What follows belongs to an exercise in optimizing a design on an open flow for small area; a production flow would make more cautious choices.
Function was checked by simulation only, so behaviour that the tests miss may differ from the original.
Power figures rest on the tool's default switching activity, not on a simulated workload.

### constraint.sdc
create_clock -name core_clock -period 10.0 [get_ports {clk}]
set_input_delay 2.0000 -clock core_clock [delete_from_list [all_inputs] [get_ports {clk}]]
set_output_delay 2.0000 -clock core_clock [all_outputs]
set_load 0.01 [all_outputs]
### config.mk
export PLATFORM = sky130hd
export DESIGN_NAME = RISCVunicycle
export DESIGN_NICKNAME = RISCVunicycle
export VERILOG_FILES = /design/flow/design.v
export SDC_FILE = /design/flow/constraint.sdc
export NUM_CORES = 4
export LEC_CHECK = 0
export CAP_MARGIN = 20
export CORE_MARGIN = 2
export CORE_UTILIZATION = 40
export SETUP_SLACK_MARGIN = 0.3
export SLEW_MARGIN = 20
### run.sh
#!/bin/bash
# synth_recipe.tcl (not shown) runs the flow's synth.tcl, then flattens the netlist and writes it again
# the make line also repeats each setting of config.mk as NAME=value (left out here)
make -C /OpenROAD-flow-scripts/flow DESIGN_CONFIG=/design/flow/config.mk WORK_HOME=/design/flow/orfs CLKGATE_MAP_FILE= SYNTH_SCRIPT=/design/flow/synth_recipe.tcl finish
### design.v
module adder (
    input  wire signed [31:0] ina,
    input  wire signed [31:0] inb,
    output wire signed [31:0] out
);
    assign out = ina + inb;
endmodule
module mux21 (
    input  wire sel,
    input  wire [31:0] ina,
    input  wire [31:0] inb,
    output wire [31:0] out
);
    assign out = (sel) ? inb : ina;
endmodule
module mux4 (
    input  wire [31:0] d0,
    input  wire [31:0] d1,
    input  wire [31:0] d2,
    input  wire [31:0] d3,
    input  wire [1:0]  sel,
    output wire [31:0] out
);
    assign out = (sel[1]) ? ((sel[0]) ? d3 : d2) : ((sel[0]) ? d1 : d0);
endmodule
module pc_register (
    input  wire clk,
    input  wire rst,
    input  wire [31:0] pcnext,
    output reg  [31:0] pc
);
    always @(posedge clk, posedge rst) begin  
        if (rst) begin
            pc <= 32'b0;
        end 
        else begin
            pc <= pcnext;
        end
    end
endmodule
module register_file(
    input  wire        clk,
    input  wire        we3,
    input  wire [4:0]  a1,
    input  wire [4:0]  a2,
    input  wire [4:0]  a3,
    input  wire [31:0] wd3,
    output wire [31:0] rd1,
    output wire [31:0] rd2
    );
    reg [31:0] rf[31:0];
    always @(posedge clk) begin
        if (we3) rf[a3] <= wd3;
    end
    assign rd1 = (a1 != 0) ? rf[a1] : 0;
    assign rd2 = (a2 != 0) ? rf[a2] : 0;
endmodule
module imm_ext (
    input  wire [31:0] instr,
    input  wire [2:0]  ImmSrc,
    output reg  [31:0] ImmExt
);
    always @(*) begin
        case (ImmSrc)
            3'b000: ImmExt = {{20{instr[31]}}, instr[31:20]};  
            3'b001: ImmExt = {{20{instr[31]}}, instr[31:25], instr[11:7]};  
            3'b010: ImmExt = {{20{instr[31]}}, instr[7], instr[30:25], instr[11:8], 1'b0};  
            3'b011: ImmExt = {{12{instr[31]}}, instr[19:12], instr[20], instr[30:21], 1'b0};  
            3'b100: ImmExt = instr[31:12] << 12;  
            default: ImmExt = 32'bx;
        endcase
    end
endmodule
module alu (
    input  wire [3:0]  ALUControl,
    input  wire signed [31:0] SrcA,
    input  wire signed [31:0] SrcB,
    output reg  signed [31:0] ALUResult,
    output reg         zero,
    output reg         comparison
);
    always @(*) begin
        comparison = 0;  
        ALUResult = 32'bx;  
        case (ALUControl)
            4'b0000: ALUResult = SrcA + SrcB;  
            4'b0001: ALUResult = SrcA - SrcB;  
            4'b0010: ALUResult = SrcA & SrcB;  
            4'b0011: ALUResult = SrcA | SrcB;  
            4'b0100: ALUResult = SrcA ^ SrcB;  
            4'b0101: ALUResult = (SrcA) < (SrcB) ? 1 : 0;  
            4'b0110: ALUResult = ($unsigned(SrcA) < $unsigned(SrcB)) ? 1 : 0;  
            4'b0111: ALUResult = SrcA << SrcB[4:0];  
            4'b1000: ALUResult = SrcA >> SrcB[4:0];  
            4'b1001: ALUResult = SrcA >>> SrcB[4:0];  
            4'b1010: comparison = (SrcA) != (SrcB) ? 1 : 0;  
            4'b1011: comparison = (SrcA < SrcB) ? 1 : 0;  
            4'b1100: comparison = (SrcA >= SrcB) ? 1 : 0;  
            default: begin
                ALUResult = 32'bx;
                comparison = 0;
            end
        endcase
    end
    always @(*) begin
        case (ALUControl)
            4'b0001: zero = (SrcA == SrcB) ? 1 : 0;  
            default: zero = 0;  
        endcase
    end
endmodule
module aludeco (
    input  wire [6:0] opcode,
    input  wire [2:0] funct3,
    input  wire [6:0] funct7,
    input  wire [1:0] ALUOp,
    output reg  [3:0] ALUControl
);
    wire instr_sel;
    assign instr_sel = funct7[5] && opcode[5] ? 1'b1 : 1'b0;
    always @(*) begin
        case (ALUOp)
            2'b00: ALUControl = 4'b0000;  
            2'b01: case (funct3)
                3'b000:  ALUControl = 4'b0001;  
                3'b001:  ALUControl = 4'b1010;  
                3'b100:  ALUControl = 4'b1011;  
                3'b101:  ALUControl = 4'b1100;  
                default: ALUControl = 4'bx;
            endcase
            2'b10: case (funct3)
                3'b000: begin
                    if (instr_sel) ALUControl = 4'b0001;  
                    else ALUControl = 4'b0000;  
                end
                3'b001: ALUControl = 4'b0111;  
                3'b010: ALUControl = 4'b0101;  
                3'b011: ALUControl = 4'b0110;  
                3'b100: ALUControl = 4'b0100;  
                3'b101: begin
                    if (funct7[5]) ALUControl = 4'b1001;  
                    else ALUControl = 4'b1000;  
                end
                3'b110: ALUControl = 4'b0011;  
                3'b111: ALUControl = 4'b0010;  
                default: ALUControl = 4'bx;
            endcase
            2'b11: ALUControl = 4'b0000;   
            default: ALUControl = 4'bx;
        endcase
    end
endmodule
module maindeco (
    input  wire [6:0] opcode,
    output reg        Branch,
    output reg        Jump,
    output reg  [1:0] ResultSrc,
    output reg        MemWrite,
    output reg        MemRead,
    output reg        ALUSrc,
    output reg  [2:0] ImmSrc,
    output reg        RegWrite,
    output reg  [1:0] ALUOp,
    output reg        JumpSrc
);
    parameter R_type = 7'b0110011;
    parameter I_type = 7'b0010011;
    parameter B_type = 7'b1100011;
    parameter lw     = 7'b0000011;
    parameter sw     = 7'b0100011;
    parameter lui    = 7'b0110111;
    parameter jal    = 7'b1101111;
    parameter jalr   = 7'b1100111;
    always @(*) begin
        case (opcode)
            R_type: begin
                Branch    = 1'b0;
                Jump      = 1'b0;
                JumpSrc   = 1'bx;
                ResultSrc = 2'b00;
                MemWrite  = 1'b0;
                MemRead   = 1'b0;
                ALUSrc    = 1'b0;
                ImmSrc    = 3'bx;
                RegWrite  = 1'b1;
                ALUOp     = 2'b10;
            end 
            I_type: begin
                Branch    = 1'b0;
                Jump      = 1'b0;
                JumpSrc   = 1'bx;
                ResultSrc = 2'b00;
                MemWrite  = 1'b0;
                MemRead   = 1'b0;
                ALUSrc    = 1'b1;
                ImmSrc    = 3'b0;
                RegWrite  = 1'b1;
                ALUOp     = 2'b10;
            end
            B_type: begin
                Branch    = 1'b1;
                Jump      = 1'b0;
                JumpSrc   = 1'b0;
                ResultSrc = 2'bx;
                MemWrite  = 1'b0;
                MemRead   = 1'b0;
                ALUSrc    = 1'b0;
                ImmSrc    = 3'b010;
                RegWrite  = 1'b0;
                ALUOp     = 2'b01;
            end
            lw: begin
                Branch    = 1'b0;
                Jump      = 1'b0;
                JumpSrc   = 1'bx;
                ResultSrc = 2'b01;
                MemWrite  = 1'b0;
                MemRead   = 1'b1;
                ALUSrc    = 1'b1;
                ImmSrc    = 3'b000;
                RegWrite  = 1'b1;
                ALUOp     = 2'b00;
            end
            sw: begin
                Branch    = 1'b0;
                Jump      = 1'b0;
                JumpSrc   = 1'bx;
                ResultSrc = 2'bx;
                MemWrite  = 1'b1;
                MemRead   = 1'b0;
                ALUSrc    = 1'b1;
                ImmSrc    = 3'b001;
                RegWrite  = 1'b0;
                ALUOp     = 2'b00;
            end
            lui: begin
                Branch    = 1'b0;
                Jump      = 1'b0;
                JumpSrc   = 1'bx;
                ResultSrc = 2'b11;
                MemWrite  = 1'b0;
                MemRead   = 1'b0;
                ALUSrc    = 1'bx;
                ImmSrc    = 3'b100;
                RegWrite  = 1'b1;
                ALUOp     = 2'bx;
            end
            jal: begin
                Branch    = 1'b0;
                Jump      = 1'b1;
                JumpSrc   = 1'b0;
                ResultSrc = 2'b10;
                MemWrite  = 1'b0;
                MemRead   = 1'b0;
                ALUSrc    = 1'bx;
                ImmSrc    = 3'b011;
                RegWrite  = 1'b1;
                ALUOp     = 2'bx;
            end
            jalr: begin
                Branch    = 1'b0;
                Jump      = 1'b1;
                JumpSrc   = 1'b1;
                ResultSrc = 2'b10;
                MemWrite  = 1'b0;
                MemRead   = 1'b0;
                ALUSrc    = 1'b1;
                ImmSrc    = 3'b000;
                RegWrite  = 1'b1;
                ALUOp     = 2'b11;
            end
            default: begin
                Branch    = 1'bx;
                Jump      = 1'bx;
                JumpSrc   = 1'bx;
                ResultSrc = 2'bx;
                MemWrite  = 1'bx;
                MemRead   = 1'bx;
                ALUSrc    = 1'bx;
                ImmSrc    = 3'bx;
                RegWrite  = 1'bx;
                ALUOp     = 2'bx;
            end
        endcase
    end
endmodule
module control_unit (
    input wire [6:0] opcode,
    input wire [2:0] funct3,
    input wire [6:0] funct7,
    input wire       zero,
    input wire       comparison,
    output wire       PCSrc,
    output wire       Jump,
    output wire [1:0] ResultSrc,
    output wire       MemWrite,
    output wire       MemRead,
    output wire       ALUSrc,
    output wire [2:0] ImmSrc,
    output wire       RegWrite,
    output wire [3:0] ALUControl,
    output wire       JumpSrc
);
    wire [1:0] ALUOp;
    wire Branch;
    maindeco main_decoder(
        .opcode(opcode),
        .Branch(Branch),
        .Jump(Jump),
        .ResultSrc(ResultSrc),
        .MemWrite(MemWrite),
        .MemRead(MemRead),
        .ALUSrc(ALUSrc),
        .ImmSrc(ImmSrc),
        .RegWrite(RegWrite),
        .ALUOp(ALUOp),
        .JumpSrc(JumpSrc)
    );
    aludeco alu_decoder(
        .opcode(opcode),
        .funct3(funct3),
        .funct7(funct7),
        .ALUOp(ALUOp),
        .ALUControl(ALUControl)
        );
    assign PCSrc = (zero | comparison) & Branch | Jump;
endmodule
module datapath (
    input wire        clk,
    input wire        rst,
    input wire [31:0] instr,
    input wire        PCSrc,
    input wire [1:0]  ResultSrc,
    input wire        ALUSrc,
    input wire [2:0]  ImmSrc,
    input wire        RegWrite,
    input wire [3:0]  ALUControl,
    input wire [31:0] ReadData,
    input wire        JumpSrc,
    output wire [31:0] PC,
    output wire        zero,
    output wire        comparison,
    output wire signed [31:0] ALUResult,
    output wire [31:0] WriteData
);
    wire [31:0] PCNext;
    wire [31:0] PCPlus4;
    wire [31:0] PCTarget;
    wire [31:0] PCBranch;
    wire [31:0] PCJump;
    wire [31:0] SrcA;
    wire [31:0] SrcB;
    wire [31:0] ImmExt;
    wire [31:0] Result;
    wire [31:0] SrcAPlusImm;
    pc_register pc_reg(
        .clk(clk),
        .rst(rst),
        .pcnext(PCNext),
        .pc(PC)
    );
    adder pc_4(
        .ina(PC),
        .inb(32'd4),
        .out(PCPlus4)
    );
    adder pc_branch(
        .ina(PC),
        .inb(ImmExt),
        .out(PCBranch)
    );
    adder jalr_add(
        .ina(SrcA),
        .inb(ImmExt),
        .out(SrcAPlusImm)
    );
    mux21 target_mux(
        .sel(JumpSrc),
        .ina(PCBranch),      
        .inb(SrcAPlusImm),
        .out(PCTarget)
    );
    mux21 pc_mux(
        .sel(PCSrc),
        .ina(PCPlus4),
        .inb(PCTarget),
        .out(PCNext)
    );
    register_file regfile(
        .clk(clk),
        .we3(RegWrite),
        .a1(instr[19:15]),
        .a2(instr[24:20]),
        .a3(instr[11:7]),
        .wd3(Result),
        .rd1(SrcA),
        .rd2(WriteData)
    );
    imm_ext imm_extend(
        .instr(instr),
        .ImmSrc(ImmSrc),
        .ImmExt(ImmExt)
    );
    mux21 alu_mux(
        .sel(ALUSrc),
        .ina(WriteData),
        .inb(ImmExt),
        .out(SrcB)
    );
    alu alu(
        .ALUControl(ALUControl),
        .SrcA(SrcA),
        .SrcB(SrcB),
        .ALUResult(ALUResult),
        .zero(zero),
        .comparison(comparison)
    );
    mux4 result_mux(
        .d0(ALUResult),
        .d1(ReadData),
        .d2(PCPlus4),
        .d3(ImmExt),
        .sel(ResultSrc),
        .out(Result)
    );
endmodule
module RISCVunicycle (
    input  wire        clk,
    input  wire        rst,
    input  wire [31:0] instr,
    input  wire [31:0] ReadData,
    output wire [31:0] PC,
    output wire        MemWrite,
    output wire        MemRead,
    output wire signed [31:0] ALUResult,
    output wire [31:0] WriteData
);
    wire ALUSrc;
    wire RegWrite;
    wire Jump;
    wire PCSrc;
    wire zero;
    wire comparison;
    wire JumpSrc;
    wire [1:0] ResultSrc;
    wire [2:0] ImmSrc;
    wire [3:0] ALUControl;
    wire [6:0] opcode;
    wire [2:0] funct3;
    wire [6:0] funct7;
    assign opcode = instr[6:0];
    assign funct3 = instr[14:12];
    assign funct7 = instr[31:25];
    control_unit ctrl_unit(
        .opcode(opcode),
        .funct3(funct3),
        .funct7(funct7),
        .zero(zero),
        .comparison(comparison),
        .PCSrc(PCSrc),
        .Jump(Jump),
        .ResultSrc(ResultSrc),
        .MemWrite(MemWrite),
        .MemRead(MemRead),
        .ALUSrc(ALUSrc),
        .ImmSrc(ImmSrc),
        .RegWrite(RegWrite),
        .ALUControl(ALUControl),
        .JumpSrc(JumpSrc)
    );
    datapath datapath(
        .clk(clk),
        .rst(rst),
        .instr(instr),
        .PCSrc(PCSrc),
        .ResultSrc(ResultSrc),
        .ALUSrc(ALUSrc),
        .ImmSrc(ImmSrc),
        .RegWrite(RegWrite),
        .ALUControl(ALUControl),
        .ReadData(ReadData),
        .PC(PC),
        .zero(zero),
        .comparison(comparison),
        .ALUResult(ALUResult),
        .WriteData(WriteData),
        .JumpSrc(JumpSrc)
    );
endmodule
==> results.txt <==
-- routing by layer --
metal	GRT usage [%]	part of all wire [%]	vias to the layer above
li1	-	-	19366
met1	43.74	38	24354
met2	51.49	45	3074
met3	6.396	11	554
met4	16.93	6.1	10
met5	0	0.028	-
-- worst min path at each step --
stage | startpoint | to | slack, ns | depth (start not counted)
floorplan | datapath.pc_reg.pc[0] | datapath.pc_reg.pc[0] | 0.59 | 1
global placement | datapath.pc_reg.pc[0] | datapath.pc_reg.pc[0] | 0.67 | 1
detailed placement | datapath.pc_reg.pc[0] | datapath.pc_reg.pc[0] | 0.68 | 1
CTS | datapath.pc_reg.pc[0] | datapath.pc_reg.pc[0] | 0.70 | 1
global route | datapath.pc_reg.pc[0] | datapath.pc_reg.pc[0] | 0.72 | 1
finish | datapath.pc_reg.pc[6] | datapath.pc_reg.pc[6] | 0.71 | 2
-- area by class of cell --
cell class,count,area [um^2]
Fill cell,13443,79970
Sequential cell,1056,31550
Multi-Input combinational cell,2977,29000
Timing Repair Buffer,775,7061
Clock buffer,122,2819
Tap cell,2044,2557
Clock inverter,77,750.7
Inverter,139,521.8
Antenna cell,1,2.502
-- kinds of logic (layout without fill, tap and decap cells) --
family	after synthesis	in the layout	synth area share, %
AO/OA/AOI/OAI	1104	1104	12.13
adder cells (fa/ha/maj)	133	133	2.706
XOR/XNOR	72	72	1.013
other	0	1	0
flip-flops	1056	1056	50.70
AND/OR/NAND/NOR	892	892	6.838
buffers and inverters	487	1113	4.017
multiplexers	776	776	22.59
-- metrics by stage --
step	hold WS (ns)	utilization, %	worst slack, ns	setup TNS (ns)
floorplan	0.5920	-	0.3012	0
global placement	0.6716	45.33	-0.4154	-1.563
detailed placement	0.6811	45.36	-0.3646	-1.218
CTS	0.6971	47.84	0.2743	0
global route	0.7206	48.15	0.2065	0
finish	0.7054	48.15	0.3833	0
-- power by group --
group | internal, uW | switching, uW | leakage, uW | total [uW]
Sequential | 5310 | 136 | 0.00963 | 5450
Combinational | 1720 | 2830 | 0.0150 | 4560
Clock | 2310 | 1790 | 0.00173 | 4100
Total | 9350 | 4760 | 0.0263 | 14100
-- what timing repair did --
action,CTS,global route
setup endpoints to repair,23,24
gates cloned,2,3
resized for setup,42,81
pin swaps,1,11
setup buffers,1,7
hold buffers,0,0
-- critical path, cell delays in order --
cell and delay, ns:
buf_6 0.23, buf_12 0.25, or3b_1 0.53, buf_4 0.24
o22a_1 0.21, nand4_1 0.30, nand3_2 0.44, or3_1 0.54
nand3_1 0.10, o21ai_1 0.07, o21ai_0 0.69, o21ai_0 0.40
a32o_1 0.48, a21oi_1 0.34, buf_4 0.19, clkdlybuf4s50_1 0.53
-- cells in the final DEF (no fill, tap or decap), types with 44 or more instances in the layout --
cell type / n
edfxtp_1: 1024
buf_4: 555
mux4_2: 460
nand2_1: 250
a21oi_1: 239
mux2i_1: 238
nor2_1: 224
o21ai_0: 198
clkdlybuf4s50_1: 145
inv_1: 131
ha_1: 124
clkbuf_16: 114
nand3_1: 101
a21o_1: 63
o22ai_1: 57
o211ai_1: 51
a22oi_1: 46
o21ai_1: 44
==> reports/results.tsv <==
stage	metric	value	unit
run_status	status	no timing/DRC/antenna violations	
drt	routedWlPerCell	37.08	um
worst_setup_path	cp_max_fo	19	
finish	final_nets	5255	
worst_setup_path	crit_arrival	7.62	ns
floorplanning	start_util	40.35	%
floorplanning	die_x	398.4	um
sta	relSlewSlack	12.48	%
finish	fin_cells	7191	
worst_setup_path	path_class	in -> out	
synth	synth_area_leaders	edfxtp_1, mux4_2, mux2i_1, ha_1, a21oi_1	
floorplanning	num_rows	144	
drt	detail-route-antenna-nets	0	
synth	syn_area	62230	um^2
floorplanning	dieArea	158700	um^2
synth	synthCells	4520	
grt	grtUsageTotal	32.93	%
clock_network	clk_pin_slew_worst_paths	0.07	ns
grt	grt_max_degree	62	
sta	tightestPinTransition	1.313	ns
drt	drtIter0Drc	6896	
floorplanning	die_h	398.4	um
placement	place_congestion	1.050	
synth	ys_dominant_reg_cell	edfxtp_1	
synth	syn_area_per_cell	13.77	um^2
finish	final_cell_area	74260	um^2
drt	dr.pass1.iters	6	
finish	area_growth	19.34	%
grt	grt_pass1_wl	363800	um
clock_network	htree_levels	3	
worst_setup_path	crit_required	8.00	ns
synth	synth_top_area_share	49.41	%
clock_network	clock_path_buffers	3	
placement	place_hpwl	183200	um
drt	num_vias	47358	
grt	grt_pass1_vias	45665	
placement	io_buffers	163	
drt	via_per_inst	6.586	
placement	place_inst	6978	
clock_network	clock_latency	0.76	ns
finish	largest_reg_flops	1024	
worst_setup_path	r2r_slack	3.75	ns
synth	synth_most_common_cell	edfxtp_1	
grt	antenna_found_initial	8	
synth	syn-num-nets	4718	
sta	fmax	104.0	MHz
pwr	vdd_drop_max	146.6	uV
worst_setup_path	startpoint	instr[17]	
synth	ys_types	118	
placement	place_area	69950	um^2
worst_setup_path	r2r_end	datapath.regfile.rf[10][28]	
clock_network	cts_buffers	108	
synth	synth-edff-count	1024	
drt	finalWirelength	266700	um
clock_network	cts.sinks	1056	
pwr	power.density	189.9	nW/um^2
synth	synthTopCellsByCount	edfxtp_1, mux4_2, nor2_1	
sta	rsz0062_at_grt	true	
worst_setup_path	timing.rr.start	datapath.regfile.rf[28][0]	
drt	drcViolationCount	0	
synth	ys_async_sr_fraction	3.030	%
clock_network	cts_tree	built	
sta	post-route-period-util	96.17	%
sta	setup_violations	0	
worst_setup_path	endpoint_kind	output port	
synth	yosysWarnings	6	
worst_setup_path	setup.worst_path.end	ALUResult[17]	
grt	grt_overflow	0	
worst_setup_path	critPathLaunchType	input pin	
synth	yosysTopAreaCell	edfxtp_1	
synth	ys_ff_latch	1056	
clock_network	cts_root_buffer	clkbuf_16	
sta	final.setup_skew	0.06471	ns
floorplanning	pin_count	164	
sta	fin_crit	9.617	ns
worst_setup_path	rr_worst_depth	23	
sta	finalMaxSlewViolations	0	
synth	yosysSeqAreaShare	50.70	%
pwr	cellLeakagePower	0.02634	uW
job	drv_cap	0	
hold_path	hold_path.class	reg -> reg	
pwr	power.total	14110	uW
floorplanning	coreArea	154200	um^2
sta	hold_viol_final	0	
finish	drive_above_1_share	29.40	%

-- afterwards: timing with drivers on the ports --
Ports are ideal in the flow. The routed layout listed here was re-timed in OpenROAD. Step 1, drivers: a clkbuf_16 drives clk and a buf_2 each remaining input, both assumed. Step 2 times the ports against the registers' clock, not the clock port: input delays grow and output delays shrink by t, the midpoint of the rising clock arrivals with the driver on. Three values: ideal ports, drivers, drivers and shift; two values: the first two.
t, ns: 0.807
setup WS [ns]: 0.383 / 0.167 / 0.167
clock arrival spread, ns: 0.065 / 0.065
worst register clock-pin slew, ns: 0.08 / 0.08
worst data-port slew with drivers (ns): 0.24
After both steps this run still meets setup and hold. The setup slack of this run moves by -0.216 ns with the drivers and by -0.216 ns with both steps.
